Context: an optimization exercise on an open-source flow, tuned for small area and a short achievable clock period. The choices shown serve that exercise and are no tape-out recipe.
Function was not checked in any run shown here: the RTL went through the layout flow alone.
Power and IR drop assume default switching activity.

## flow/design.v (module list and top-level ports; edited modules follow where they fit)
// module VKSA_blocks: 26 lines
// module VKSA_256: 970 lines
// module VKSA_256_top: 21 lines
module VKSA_256_top (in_clk, in_A, in_B, in_CI, out_S, out_CO);
  // ...
==> flow/flow/run.sh <==
#!/bin/bash
# Standard synthesis and layout, but with plain buffers on the ports
# (buffer_ports would otherwise pick clkdlybuf4s50_1, a slow delay cell).
set -euo pipefail
bash standard.sh synth > synth.log 2>&1
bash standard.sh "BUFFER_PORTS_ARGS=-buffer_cell ${PORT_BUF:-sky130_fd_sc_hd__buf_1}" finish > layout.log 2>&1
==> flow/standard.sh <==
#!/bin/bash
# synth_recipe.tcl (not shown) runs the flow's synth.tcl, then flattens the netlist and writes it again
# the make line also repeats each setting of config.mk as NAME=value (left out here)
make -C /OpenROAD-flow-scripts/flow DESIGN_CONFIG=/design/flow/config.mk WORK_HOME=/design/flow/orfs CLKGATE_MAP_FILE= SYNTH_SCRIPT=/design/flow/synth_recipe.tcl "${@:-finish}"
==> flow/config.mk <==
export PLATFORM = sky130hd
export DESIGN_NAME = VKSA_256_top
export DESIGN_NICKNAME = VKSA_256_top
export VERILOG_FILES = /design/flow/design.v
export SDC_FILE = /design/flow/constraint.sdc
export NUM_CORES = 4
export LEC_CHECK = 0
export ABC_AREA = 1
export CAP_MARGIN = 20
export CORE_MARGIN = 2
export CORE_UTILIZATION = 40
export SLEW_MARGIN = 20
==> flow/constraint.sdc <==
create_clock -name core_clock -period 5.5 [get_ports {in_clk}]
set_input_delay 1.1000 -clock core_clock [delete_from_list [all_inputs] [get_ports {in_clk}]]
set_output_delay 1.1000 -clock core_clock [all_outputs]
set_load 0.01 [all_outputs]
==> metrics.cfg, run 1 <==
[run_status]
outcome = no timing/DRC/antenna violations

[clock_network]
clock-sinks = 577
cts_max_level = 2
root_buffer = clkbuf_16

[sta]
drv_slew = 0
hold_ws_ns = 0.329
hold_viol_final = 0
period_minus_slack_ns = 2.54

[logic_synthesis]
synth_top_area_frac = 0.451
synth_edf_count = 0

[pwr]
seq_power_mw = 5.41
cellPowerDensity_nw_per_um2 = 372
switchingPower_mw = 3.58

[critical_path]
critical_path.cell_chain = nand2_1 -> inv_1 -> nand2_1 -> nor2_1 -> nand2_1 -> nor2_1 -> a21oi_1 -> nand2_4 -> nand2_4 -> nand2_4 -> ha_1 -> xor2_1
cp_max_fo = 5
critPathLaunch = r_bs[109]
slowest_stage = nor2_1
required_ns = 6.02

[routing]
m1WireLength_um = 33700
routed_wl_um = 78500
route.met2.wl_um = 38100
drtAntennaViolNets = 0
wl_per_cell_um = 17.5

[place]
place_inst = 4395
detailedPlace.worstSlack_ns = 2.51

[final_layout]
num-multi-input-gates = 1768
clock_area_frac = 0.0600
final_common_cell = nand2_1
non_clock_inverter_count = 434

[floorplanning]
rows = 92
core_sq_um = 63200
die_width_um = 257

[grt]
antenna_found_initial = 3
grt_pass1_wl_um = 116000
met3_usage = 0.0429

==> inputs of run 2 (changes only) <==
--- a/flow/config.mk
+++ b/flow/config.mk
@@ -11,2 +11,3 @@
 export CORE_UTILIZATION = 40
+export SETUP_SLACK_MARGIN = 3.2
 export SLEW_MARGIN = 20
==> run 2 against run 1 <==
Compared with the run above:
- still clean
- die area is the same
- worst hold slack is essentially flat
- power is 5.3% higher
- critical path depth is 11 lower
- sequential power hardly changed
==> metrics.cfg, run 2 <==
[place]
place_area_sq_um = 30800  ; was 29600 sq um
portBuffers = 770  ; unchanged
dp_hpwl_um = 70300  ; was 68600 um
place_congestion = 0.907  ; was 0.915

[grt]
grt_max_degree = 16  ; was 15
overflow = 0  ; unchanged
grt_pass1_vias = 20400  ; was 19800
grt_pass1_wl_um = 119000  ; was 116000 um
grt_usage = 0.243  ; was 0.235
antenna_found_initial = 7  ; was 3

[critical_path]
reg2reg_depth = 13  ; was 12
slowest_stage = dfxtp_1  ; was nor2_1
crit_path_start_kind = flop  ; unchanged
arrival_ns = 1.15  ; was 3.06 ns
cp_max_fo = 1  ; was 5
critPathTopFamily = flip-flops  ; was simple AND/OR/NAND/NOR gates
critical_path.cell_chain = buf_1  ; was nand2_1 -> inv_1 -> nand2_1 -> nor2_1 -> nand2_1 -> nor2_1 -> a21oi_1 -> nand2_4 -> nand2_4 -> nand2_4 -> ha_1 -> xor2_1
crit_buf_inv = 1  ; unchanged
path_depth = 1  ; was 12
max_stage_delay_ns = 0.31  ; was 0.37 ns
required_ns = 4.40  ; was 6.02 ns
path_class = flop to output port  ; was flop to flop
end_kind = output port  ; was flop

[clock_network]
cts_buffers = 59  ; was 57
cts_tree = done  ; unchanged
root_buffer = clkbuf_16  ; unchanged
ctsHoldBuffers = 0  ; unchanged
cts_max_level = 2  ; unchanged
clockBufferDepth = 3  ; unchanged
cts.clk_slew.worst_paths_ns = 0.06  ; about the same
clock-sinks = 577  ; unchanged
clock_latency_ns = 0.61  ; was 0.60 ns

[floorplanning]
rows = 92  ; unchanged
start_util = 0.406  ; unchanged
die_width_um = 257  ; unchanged
dieHeight_um = 257  ; unchanged
core_sq_um = 63200  ; unchanged
io_pins = 771  ; unchanged
dieArea_sq_um = 66100  ; unchanged

[sta]
finClkSkew_ns = 0.0250  ; was 0.0204 ns
setup-violations-final = 0  ; unchanged
fin_crit_sh = 0.410  ; was 0.462
tns_ns = 0  ; unchanged
fmaxAchievable_ghz = 0.444  ; was 0.393 GHz
drv_slew = 0  ; unchanged
hold_viol_final = 0  ; unchanged
rsz0062_at_grt = yes  ; was no
period_minus_slack_ns = 2.25  ; was 2.54 ns
worst_slew_pin_slew_ns = 0.333  ; was 0.540 ns
slew_headroom = 0.778  ; was 0.638

[routing]
num_vias = 20000  ; was 19800
first_iter_violations = 897  ; was 935
drtAntennaViolNets = 0  ; unchanged
post-route-drc-count = 0  ; unchanged
vias_per_cell = 4.43  ; was 4.40
wl_per_cell_um = 18.0  ; was 17.5 um
routed_wl_um = 81200  ; was 78500 um
drtPass1Iterations = 5  ; unchanged

[logic_synthesis]
async_reset_ff_frac = 0  ; unchanged
synth_warnings = 1  ; unchanged
syn-cell-area_sq_um = 25600  ; unchanged
ys_top_cells_by_area = dfxtp_1, fa_1, nand2_1  ; unchanged
synth_top_area_frac = 0.451  ; unchanged
yosys.cell_count.top_type = nand2_1  ; unchanged
ys_seq_area_frac = 0.451  ; unchanged
synth_nets = 3612  ; unchanged
synth_commonest_cells = nand2_1, dfxtp_1, inv_1  ; unchanged
ys_seq_elements = 577  ; unchanged
ys_types = 34  ; unchanged
synthFlopType = dfxtp_1  ; unchanged
synthCells = 2779  ; unchanged
synth_area_leader_cell = dfxtp_1  ; unchanged
synth_edf_count = 0  ; unchanged
avgSynthCellArea_sq_um = 9.22  ; unchanged

[pwr]
pwr-share-clk = 0.347  ; was 0.332
p_comb_frac = 0.215  ; was 0.206
p_leak_nw = 15.1  ; was 15.0 nW
seqPwrFrac = 0.438  ; was 0.462
internal_power_mw = 8.56  ; was 8.14 mW
peakVddDrop_mv = 0.237  ; was 0.255 mV
switchingPower_mw = 3.78  ; was 3.58 mW
p_sw_frac = 0.306  ; about the same
cellPowerDensity_nw_per_um2 = 367  ; was 372 nW/um^2

[run]
cap_violations = 0  ; unchanged

[final_layout]
regArea_sq_um = 11600  ; about the same
nets = 4453  ; was 4441
syn2layout_area_growth_pct = 31.4  ; was 22.8%
reg_top3 = out_S: 256 flops, r_bs: 256 flops, r_bg: 64 flops  ; unchanged
fin_area_sq_um = 33700  ; was 31500 sq um
final_common_cell = nand2_1  ; unchanged
fillers = 5870  ; was 6045
post_route_cells_drive_above_1_share = 0.177  ; was 0.0756
multiInputGateArea_sq_um = 14300  ; was 12400 sq um
final_cell_mix = nand2_1, buf_1, dfxtp_1  ; unchanged

[run_status]
outcome = no timing/DRC/antenna violations  ; unchanged

[worst_hold_path]
hold_depth = 0  ; unchanged
worstHoldPathType = flop to flop  ; unchanged

[run 2: final cells by class]
type / count / area share
Antenna cell: 4 / 0.000297
Clock buffer: 79 / 0.0497
Clock inverter: 33 / 0.0133
Inverter: 434 / 0.0484
Multi-Input combinational cell: 1768 / 0.425
Sequential cell: 577 / 0.343
Tap cell: 846 / 0.0314
Timing Repair Buffer: 780 / 0.0887
[run 2: cell families after synthesis]
logic type               after synthesis  synth area share
adder cells (fa/ha/maj)              319             0.212
AND/OR/NAND/NOR                     1263             0.220
flip-flops                           577             0.451
buffers and inverters                434            0.0636
XOR/XNOR                             109            0.0373
AO/OA/AOI/OAI                         77            0.0165
[run 2: repair_timing]
action / in CTS / in global routing
setup buffers: 2 / 8
gates resized for setup: 38 / 132
pin swaps: 1 / 18
endpoints found under the setup margin: 105 / 117
[run 2: power groups by stage]
stage	combinational (mW)	sequential, mW	clock (mW)
final	2.65	5.41	4.28
after global routing	2.94	5.50	4.56
after CTS	2.63	5.41	4.38
after detailed placement	2.58	5.49	0
after global placement	2.58	5.47	0
after floorplan	1.07	5.66	0
[run 2: layer usage]
layer	routed length, um	GRT usage	vias up
met4	3060	0.0938	2
met2	38700	0.414	579
met3	4860	0.0505	145
li1	-	-	10100
met1	34600	0.301	9241
met5	13	0	-
[run 2: final timing paths]
| kind | start | endpoint | slack [ns] |
|---|---|---|---|
| setup reg to reg | r_bs[75] | out_S[233] | 3.30 |
| hold reg to reg | r_bs[1] | out_S[1] | 0.33 |
| hold / removal | r_bs[1] | out_S[1] | 0.33 |
| setup / recovery | out_S[93] | out_S[93] | 3.25 |
[run 2: stage by stage]
step	instances	utilization	hold WS (ns)	total power, mW	setup slack [ns]
after global routing	4521	0.533	0.340	13.0	3.15
after CTS	4509	0.524	0.330	12.4	3.20
final	4521	0.533	0.329	12.3	3.25
after global placement	4395	0.488	0.311	8.05	2.65
after floorplan	2779	-	0.310	6.72	2.78
after detailed placement	4395	0.488	0.316	8.07	2.63

-- what the ideal ports hide --
No port has a modelled driver above. Below, the same layouts with a new extraction and two added sets of constraints.
Step 1 assumes that a clkbuf_16 drives the clock port and a buf_2 every other input.
Step 2 times the ports against the registers' clock, not the clock port: input delays grow and output delays shrink by t, the midpoint of the rising clock arrivals with the driver on.
Slacks: ideal / step 1 / step 2; pairs: ideal / step 1.
run	t (ns)	slack for setup (ns)	hold slack, ns
run 1	0.653	2.958 / 2.958 / 2.496	0.329 / 0.329 / 0.329
run 2	0.656	3.247 / 3.186 / 2.638	0.329 / 0.329 / 0.329
After both steps every run listed still meets setup and hold. The setup slack of run 2, which loses most, moves by -0.061 ns with the drivers and by -0.609 ns with both steps.
